What follows belongs to an exercise in optimizing a design on an open flow for small area and a short achievable clock period; a production flow would make more cautious choices.
Function was checked by simulation only, so behaviour that the tests miss may differ from the original.
The clock port is modelled as an ideal driver, which makes a skipped or thinned clock tree look cheaper than it is; a real chip needs a root buffer or a tree.
Power and IR drop assume default switching activity.

## alu_top
module alu_top (
    input             clk,
    input      [7:0]  a,
    input      [7:0]  b,
    input      [3:0]  command,
    input             en,
    output reg [15:0] out
);
==> flow/config.mk <==
export PLATFORM = sky130hd
export DESIGN_NAME = alu_top
export DESIGN_NICKNAME = alu_top
export VERILOG_FILES = /design/flow/design.v
export SDC_FILE = /design/flow/constraint.sdc
export NUM_CORES = 4
export LEC_CHECK = 0
export ABC_AREA = 1
export CAP_MARGIN = 20
export CORE_MARGIN = 2
export CORE_UTILIZATION = 40
export SLEW_MARGIN = 20
==> flow/constraint.sdc <==
create_clock -name core_clock -period 25.0 [get_ports {clk}]
set_input_delay 5.0000 -clock core_clock [delete_from_list [all_inputs] [get_ports {clk}]]
set_output_delay 5.0000 -clock core_clock [all_outputs]
set_load 0.01 [all_outputs]
run.sh (not shown) runs the stock make flow with config.mk's settings and CLKGATE_MAP_FILE= SYNTH_SCRIPT=/design/flow/synth_recipe.tcl, a recipe that flattens the netlist after the stock synthesis.
Change:
GPL_TIMING_DRIVEN = 0   (was not set)
=> Die area does not change. Via count barely changes. Register-to-register slack gains 160 ps. Combinational power barely changes. Sequential share of layout area shrinks by 0.14 points. Wire length came out lower by about 1.9%. Final area is higher by about 1.1%. Hold slack improves by 21 ps.
Change:
==> flow/flow/run.sh (new file) <==
#!/bin/bash
# The standard layout, with repair_timing aiming for more setup slack than the clock needs,
# so that it shortens the longest paths. Each tool's output goes to ORFS's logs under orfs/logs.
set -euo pipefail
bash standard.sh SETUP_SLACK_MARGIN=19.2 finish > make_finish.log 2>&1
==> flow/standard.sh (new file) <==
#!/bin/bash
# synth_recipe.tcl (not shown) runs the flow's synth.tcl, then flattens the netlist and writes it again
# the make line also repeats each setting of config.mk as NAME=value (left out here)
make -C /OpenROAD-flow-scripts/flow DESIGN_CONFIG=/design/flow/config.mk WORK_HOME=/design/flow/orfs CLKGATE_MAP_FILE= SYNTH_SCRIPT=/design/flow/synth_recipe.tcl "${@:-finish}"
GPL_TIMING_DRIVEN = not set   (was 0)
removed: flow/run.sh
Effect: The changed run finished with timing, DRC and antenna clean. Die area is unchanged. Sequential power grows by about 1%. Routed wire length grows by 30%. Flip-flop and latch count is unchanged. Area after synthesis stays the same. Cell area grows by 21%.
Change:
==> flow/run.sh (new file) <==
#!/bin/bash
# synth_recipe.tcl (not shown) runs the flow's synth.tcl, then flattens the netlist and writes it again
# the make line also repeats each setting of config.mk as NAME=value (left out here)
make -C /OpenROAD-flow-scripts/flow DESIGN_CONFIG=/design/flow/config.mk WORK_HOME=/design/flow/orfs CLKGATE_MAP_FILE= SYNTH_SCRIPT=/design/flow/synth_recipe.tcl finish
ABC_AREA = not set   (was 1)
GPL_TIMING_DRIVEN = 0   (was not set)
removed: flow/flow/run.sh
removed: flow/standard.sh
Routed wire length fell by 16%.
Synthesized area goes up by 5.8%.
Critical path depth shrinks by 21.
Cell area shrinks by 13%.
Die area went up by 5.6%.
Worst setup slack is worse by 3000 ps.

* * *

## run 1
Another version of the RTL of alu_top (not shown whole).
For scale: roughly 890 cells after synthesis, about 37 flip-flops, ~38 I/O pins, about 4700 um^2 of cells after synthesis.
Settings: LEC_CHECK=0, ABC_AREA=1, CAP_MARGIN=20, CORE_MARGIN=2, CORE_UTILIZATION=40, GPL_TIMING_DRIVEN=0, SLEW_MARGIN=20; clock period 25.0 ns.
standard.sh (not shown) runs the stock make flow with config.mk's settings and CLKGATE_MAP_FILE= SYNTH_SCRIPT=/design/flow/synth_recipe.tcl, a recipe that flattens the netlist after the stock synthesis.
==> flow/flow/run.sh <==
#!/bin/bash
# Standard layout with these changes:
#  - synthesis: no full/half-adder cell extraction (ADDER_MAP_FILE empty), so ABC maps all logic,
#    and ABC's area script is flow/abc_area.script (a copy of ORFS's scripts folder with that
#    one file replaced is used for the synthesis step only);
#  - port buffers chosen in flow/ports.tcl instead of the default (DONT_BUFFER_PORTS=1 stops the
#    flow's own call; ports.tcl runs just before it, at the start of global placement);
#  - after the placement resize step, flip-flops with large fanout get the x4 drive, and gates
#    on paths slower than TARGET_NS are sized up (flow/post_resize.tcl);
#  - clock tree: no dummy loads, and the root buffer removed so that the leaf buffers hang
#    from the clock port (flow/post_cts.tcl).
# make's output goes to make_*.log here; ORFS writes each tool's log under orfs/logs/.
set -euo pipefail
export CLK_LEAF_CELL=sky130_fd_sc_hd__clkbuf_8
here=$(pwd)
export UPSIZE_FLOP_FANOUT=${UPSIZE_FLOP_FANOUT:-8}
# setup slack that the post-placement sizing aims for: the clock period less TARGET_NS
TARGET_NS=5.1
export REPAIR_SETUP_MARGIN=$(python3 -c "print(round($FLOW_PERIOD_NS - $TARGET_NS, 3))")
rm -rf "$here/synth_scripts"
cp -r "$FLOW_HOME/scripts" "$here/synth_scripts"
cp "$here/flow/abc_area.script" "$here/synth_scripts/abc_area.script"
bash standard.sh ADDER_MAP_FILE= SCRIPTS_DIR="$here/synth_scripts" synth > make_synth.log 2>&1
CTS="-root_buf sky130_fd_sc_hd__clkbuf_16 -buf_list sky130_fd_sc_hd__clkbuf_16 -sink_clustering_enable -sink_clustering_size 60 -sink_clustering_max_diameter 1000 -dont_use_dummy_load -repair_clock_nets"
bash standard.sh ADDER_MAP_FILE= DONT_BUFFER_PORTS=1 PRE_GLOBAL_PLACE_TCL="$here/flow/ports.tcl" \
  POST_RESIZE_TCL="$here/flow/post_resize.tcl" "CTS_ARGS=$CTS" POST_CTS_TCL="$here/flow/post_cts.tcl" finish > make_finish.log 2>&1
==> flow/flow/abc_area.script <==
strash
dc2
balance
rewrite
refactor
balance
rewrite
rewrite -z
balance
refactor -z
rewrite -z
balance
dch
map -B 0.9
strash
dch
map -B 0.9
topo
stime -c
dnsize -c
==> flow/flow/post_cts.tcl <==
set block [ord::get_db_block]
set root [$block findInst clkbuf_0_clk]
if {$root eq "NULL" || $root eq ""} { error "post_cts: no root buffer clkbuf_0_clk" }
set rootnet [[$root findITerm X] getNet]
set clknet [[$root findITerm A] getNet]
set leaves {}
foreach it [$rootnet getITerms] {
  if {[$it isOutputSignal]} { continue }
  set inst [$it getInst]
  if {![string match "sky130_fd_sc_hd__clkbuf_*" [[$inst getMaster] getName]]} {
    error "post_cts: the root buffer drives [$inst getName], not only leaf buffers"
  }
  lappend leaves $it
}
if {[llength $leaves] > 4} { error "post_cts: [llength $leaves] leaf buffers, more than the port may drive" }
foreach it $leaves {
  $it disconnect
  $it connect $clknet
}
[$root findITerm A] disconnect
[$root findITerm X] disconnect
odb::dbInst_destroy $root
odb::dbNet_destroy $rootnet
if {[info exists ::env(CLK_LEAF_CELL)] && $::env(CLK_LEAF_CELL) ne ""} {
  foreach it $leaves { replace_cell [[$it getInst] getName] $::env(CLK_LEAF_CELL) }
}
puts "post_cts: [llength $leaves] leaf buffers now driven from the clock port"
detailed_placement
check_placement -verbose
estimate_parasitics -placement
report_clock_latency
==> flow/flow/post_resize.tcl <==
# After the placement resize step: stronger flip-flops on large fanouts, then (when
# REPAIR_SETUP_MARGIN is set) repair_timing (sizing, swaps, buffering) on paths with less setup
# slack than that margin.
source [file join [file dirname [info script]] upsize_flops.tcl]
if { [info exists ::env(REPAIR_SETUP_MARGIN)] && $::env(REPAIR_SETUP_MARGIN) ne "" } {
  estimate_parasitics -placement
  repair_timing -setup -setup_margin $::env(REPAIR_SETUP_MARGIN) -skip_last_gasp
  report_worst_slack -max
}
Other scripts of this flow, unchanged in this note and not shown: flow/flow/ports.tcl, flow/flow/upsize_flops.tcl
Per the final summary, run 1 finished and its layout is clean on timing, DRC and antenna.
Setup changes, run 1 to run 2
diff --git a/flow/flow/run.sh b/flow/flow/run.sh
--- a/flow/flow/run.sh
+++ b/flow/flow/run.sh
@@ -16,5 +16,5 @@
 export UPSIZE_FLOP_FANOUT=${UPSIZE_FLOP_FANOUT:-8}
 # setup slack that the post-placement sizing aims for: the clock period less TARGET_NS
-TARGET_NS=5.1
+TARGET_NS=5.3
 export REPAIR_SETUP_MARGIN=$(python3 -c "print(round($FLOW_PERIOD_NS - $TARGET_NS, 3))")
 rm -rf "$here/synth_scripts"
==> flow/flow/abc_area.script <==
strash
dc2
balance
rewrite
refactor
balance
rewrite
rewrite -z
balance
refactor -z
rewrite -z
balance
&get -n
&deepsyn -T 20
&put
dch
map -B 0.9
strash
dch
map -B 0.9
strash
dch
map -B 0.9
topo
stime -c
buffer -c
dnsize -c
==> flow/flow/post_resize.tcl <==
# After the placement resize step: stronger flip-flops on large fanouts, then (when
# REPAIR_SETUP_MARGIN is set) gate sizing and swaps, no new buffers, on paths with less setup
# slack than that margin.
source [file join [file dirname [info script]] upsize_flops.tcl]
if { [info exists ::env(REPAIR_SETUP_MARGIN)] && $::env(REPAIR_SETUP_MARGIN) ne "" } {
  estimate_parasitics -placement
  repair_timing -setup -setup_margin $::env(REPAIR_SETUP_MARGIN) -sequence "sizeup,swap" -skip_last_gasp
  report_worst_slack -max
}
==> comparison <==
Run 2: full flow OK, the timing, design-rule and antenna checks passed. Run 1 | stages: all done | timing, DRC, antenna: all pass. Summary of run 2 over run 1: placed wire-length estimate moved up, final critical path time including I/O delays and setup level, worst setup slack level, footprint of the flip-flops and latches moved down.
Edits applied to the flow inputs when going from run 2 to run 3:
diff --git a/flow/flow/run.sh b/flow/flow/run.sh
--- a/flow/flow/run.sh
+++ b/flow/flow/run.sh
@@ -8,13 +8,11 @@
 #  - after the placement resize step, flip-flops with large fanout get the x4 drive, and gates
 #    on paths slower than TARGET_NS are sized up (flow/post_resize.tcl);
-#  - clock tree: no dummy loads, and the root buffer removed so that the leaf buffers hang
-#    from the clock port (flow/post_cts.tcl).
+#  - clock tree: one level of buffers, no dummy loads.
 # make's output goes to make_*.log here; ORFS writes each tool's log under orfs/logs/.
 set -euo pipefail
-export CLK_LEAF_CELL=sky130_fd_sc_hd__clkbuf_8
 here=$(pwd)
 export UPSIZE_FLOP_FANOUT=${UPSIZE_FLOP_FANOUT:-8}
 # setup slack that the post-placement sizing aims for: the clock period less TARGET_NS
-TARGET_NS=5.3
+TARGET_NS=5.1
 export REPAIR_SETUP_MARGIN=$(python3 -c "print(round($FLOW_PERIOD_NS - $TARGET_NS, 3))")
 rm -rf "$here/synth_scripts"
@@ -24,3 +22,3 @@
 CTS="-root_buf sky130_fd_sc_hd__clkbuf_16 -buf_list sky130_fd_sc_hd__clkbuf_16 -sink_clustering_enable -sink_clustering_size 60 -sink_clustering_max_diameter 1000 -dont_use_dummy_load -repair_clock_nets"
 bash standard.sh ADDER_MAP_FILE= DONT_BUFFER_PORTS=1 PRE_GLOBAL_PLACE_TCL="$here/flow/ports.tcl" \
-  POST_RESIZE_TCL="$here/flow/post_resize.tcl" "CTS_ARGS=$CTS" POST_CTS_TCL="$here/flow/post_cts.tcl" finish > make_finish.log 2>&1
+  POST_RESIZE_TCL="$here/flow/post_resize.tcl" "CTS_ARGS=$CTS" finish > make_finish.log 2>&1
==> flow/flow/abc_area.script <==
strash
dc2
balance
rewrite
refactor
balance
rewrite
rewrite -z
balance
refactor -z
rewrite -z
balance
dch
map -B 0.9
strash
dch
map -B 0.9
topo
stime -c
buffer -c
upsize -c
dnsize -c
removed: flow/flow/post_cts.tcl
- Comparing run 2 and run 3, portion of total power attributed to the clock network is higher on run 3.
- Per the comparison of run 3 with run 2, combinational fraction of design power fell 5.4 points, final-layout clock-cell area share rose 1.2 points.
- Share of cell area taken by multi-input logic gates, run 2 and run 3, lower one = run 2.
- Placeable core region (run 3 over run 2): increase, 690 um^2
- Compared with run 2, run 3 shows a higher synthesized cell count.
- Compared with run 2, run 3 shows period utilization higher by 0.60 points.
- Cmp run 2 and run 3 / fraction of power consumed by sequential logic / higher: run 2
- Run 3 gives more maximum number of pins on one net before global-route repair than run 2 did.
- Compared run 3 vs run 2, and synthesized area per cell is up in run 3.
The following lists how run 4 was set up differently from run 3:
diff --git a/flow/flow/run.sh b/flow/flow/run.sh
--- a/flow/flow/run.sh
+++ b/flow/flow/run.sh
@@ -8,11 +8,13 @@
 #  - after the placement resize step, flip-flops with large fanout get the x4 drive, and gates
 #    on paths slower than TARGET_NS are sized up (flow/post_resize.tcl);
-#  - clock tree: one level of buffers, no dummy loads.
+#  - clock tree: no dummy loads, and the root buffer removed so that the leaf buffers hang
+#    from the clock port (flow/post_cts.tcl).
 # make's output goes to make_*.log here; ORFS writes each tool's log under orfs/logs/.
 set -euo pipefail
+export CLK_LEAF_CELL=sky130_fd_sc_hd__clkbuf_8
 here=$(pwd)
 export UPSIZE_FLOP_FANOUT=${UPSIZE_FLOP_FANOUT:-8}
 # setup slack that the post-placement sizing aims for: the clock period less TARGET_NS
-TARGET_NS=5.1
+TARGET_NS=5.3
 export REPAIR_SETUP_MARGIN=$(python3 -c "print(round($FLOW_PERIOD_NS - $TARGET_NS, 3))")
 rm -rf "$here/synth_scripts"
@@ -22,3 +24,3 @@
 CTS="-root_buf sky130_fd_sc_hd__clkbuf_16 -buf_list sky130_fd_sc_hd__clkbuf_16 -sink_clustering_enable -sink_clustering_size 60 -sink_clustering_max_diameter 1000 -dont_use_dummy_load -repair_clock_nets"
 bash standard.sh ADDER_MAP_FILE= DONT_BUFFER_PORTS=1 PRE_GLOBAL_PLACE_TCL="$here/flow/ports.tcl" \
-  POST_RESIZE_TCL="$here/flow/post_resize.tcl" "CTS_ARGS=$CTS" finish > make_finish.log 2>&1
+  POST_RESIZE_TCL="$here/flow/post_resize.tcl" "CTS_ARGS=$CTS" POST_CTS_TCL="$here/flow/post_cts.tcl" finish > make_finish.log 2>&1
diff --git a/flow/flow/abc_area.script b/flow/flow/abc_area.script
--- a/flow/flow/abc_area.script
+++ b/flow/flow/abc_area.script
@@ -11,4 +11,10 @@
 rewrite -z
 balance
+&get -n
+&deepsyn -T 20
+&put
+dch
+map -B 0.9
+strash
 dch
 map -B 0.9
==> flow/flow/post_cts.tcl (new file) <==
set block [ord::get_db_block]
set root [$block findInst clkbuf_0_clk]
if {$root eq "NULL" || $root eq ""} { error "post_cts: no root buffer clkbuf_0_clk" }
set rootnet [[$root findITerm X] getNet]
set clknet [[$root findITerm A] getNet]
set leaves {}
foreach it [$rootnet getITerms] {
  if {[$it isOutputSignal]} { continue }
  set inst [$it getInst]
  if {![string match "sky130_fd_sc_hd__clkbuf_*" [[$inst getMaster] getName]]} {
    error "post_cts: the root buffer drives [$inst getName], not only leaf buffers"
  }
  lappend leaves $it
}
if {[llength $leaves] > 4} { error "post_cts: [llength $leaves] leaf buffers, more than the port may drive" }
foreach it $leaves {
  $it disconnect
  $it connect $clknet
}
[$root findITerm A] disconnect
[$root findITerm X] disconnect
odb::dbInst_destroy $root
odb::dbNet_destroy $rootnet
if {[info exists ::env(CLK_LEAF_CELL)] && $::env(CLK_LEAF_CELL) ne ""} {
  foreach it $leaves { replace_cell [[$it getInst] getName] $::env(CLK_LEAF_CELL) }
}
puts "post_cts: [llength $leaves] leaf buffers now driven from the clock port"
detailed_placement
check_placement -verbose
estimate_parasitics -placement
report_clock_latency
Findings:
- Run 4 completed; timing, DRC and antenna clean
- The detailed-routed wire length on met2 in run 4 is 0.933 times that in run 3.
- As of run 4, cell count after placement had fallen by a few percent compared to run 3.
- Part of the power in combinational logic: run 4 higher than run 3
- Detailed route, run 4 vs run 3: via total lower for run 4
- Non-clock buffer count was lower in the run labelled run 4.
- A start point of the critical path of out[4] is what run 4 shows, while out[7] belongs to run 3.
- The run with more routed wire is run 3, not run 4.
- Run 4 against run 3: number of detailed-route iterations in the first pass level, synthesized cell count decreased by 6.0% relative to the old numbers.

-- what the ideal ports hide --
The flow's constraints put no driver on any port. The routed layouts listed below were extracted and timed again, unchanged, in two steps.
Step 1 sets driving cells, clkbuf_16 on the clock port and buf_2 on the other inputs (assumed; they add their load-dependent delay and slew).
Step 2 also shifts input and output timing later by t, the mid clock arrival at the registers, as if the neighbouring blocks saw the same clock.
Three values: no drivers, after step 1, after step 2; two values: the first two.
run | t (ns) | setup WS [ns] | clock arrival spread, ns | slew at the worst register clock pin (ns) | cell pins on the clock port's net
the first run of note 1 | 0.340 | 18.026 / 18.026 / 18.026 | 0.008 / 0.008 | 0.06 / 0.06 | 1
the second run of note 1 | 0.330 | 18.184 / 18.184 / 18.184 | 0.005 / 0.005 | 0.06 / 0.06 | 1
the third run of note 1 | 0.347 | 18.463 / 18.463 / 18.463 | 0.006 / 0.005 | 0.06 / 0.06 | 1
the fourth run of note 1 | 0.340 | 15.449 / 15.449 / 15.449 | 0.007 / 0.007 | 0.07 / 0.07 | 1
run 1 | 0.198 | 19.429 / 19.361 / 19.559 | 0.011 / 0.012 | 0.07 / 0.07 | 4
run 2 | 0.196 | 19.426 / 19.362 / 19.558 | 0.021 / 0.021 | 0.08 / 0.08 | 4
run 3 | 0.334 | 19.275 / 19.232 / 19.566 | 0.011 / 0.011 | 0.06 / 0.06 | 1
run 4 | 0.200 | 19.436 / 19.372 / 19.572 | 0.030 / 0.030 | 0.09 / 0.09 | 4
After both steps setup and hold are still met in every run listed.
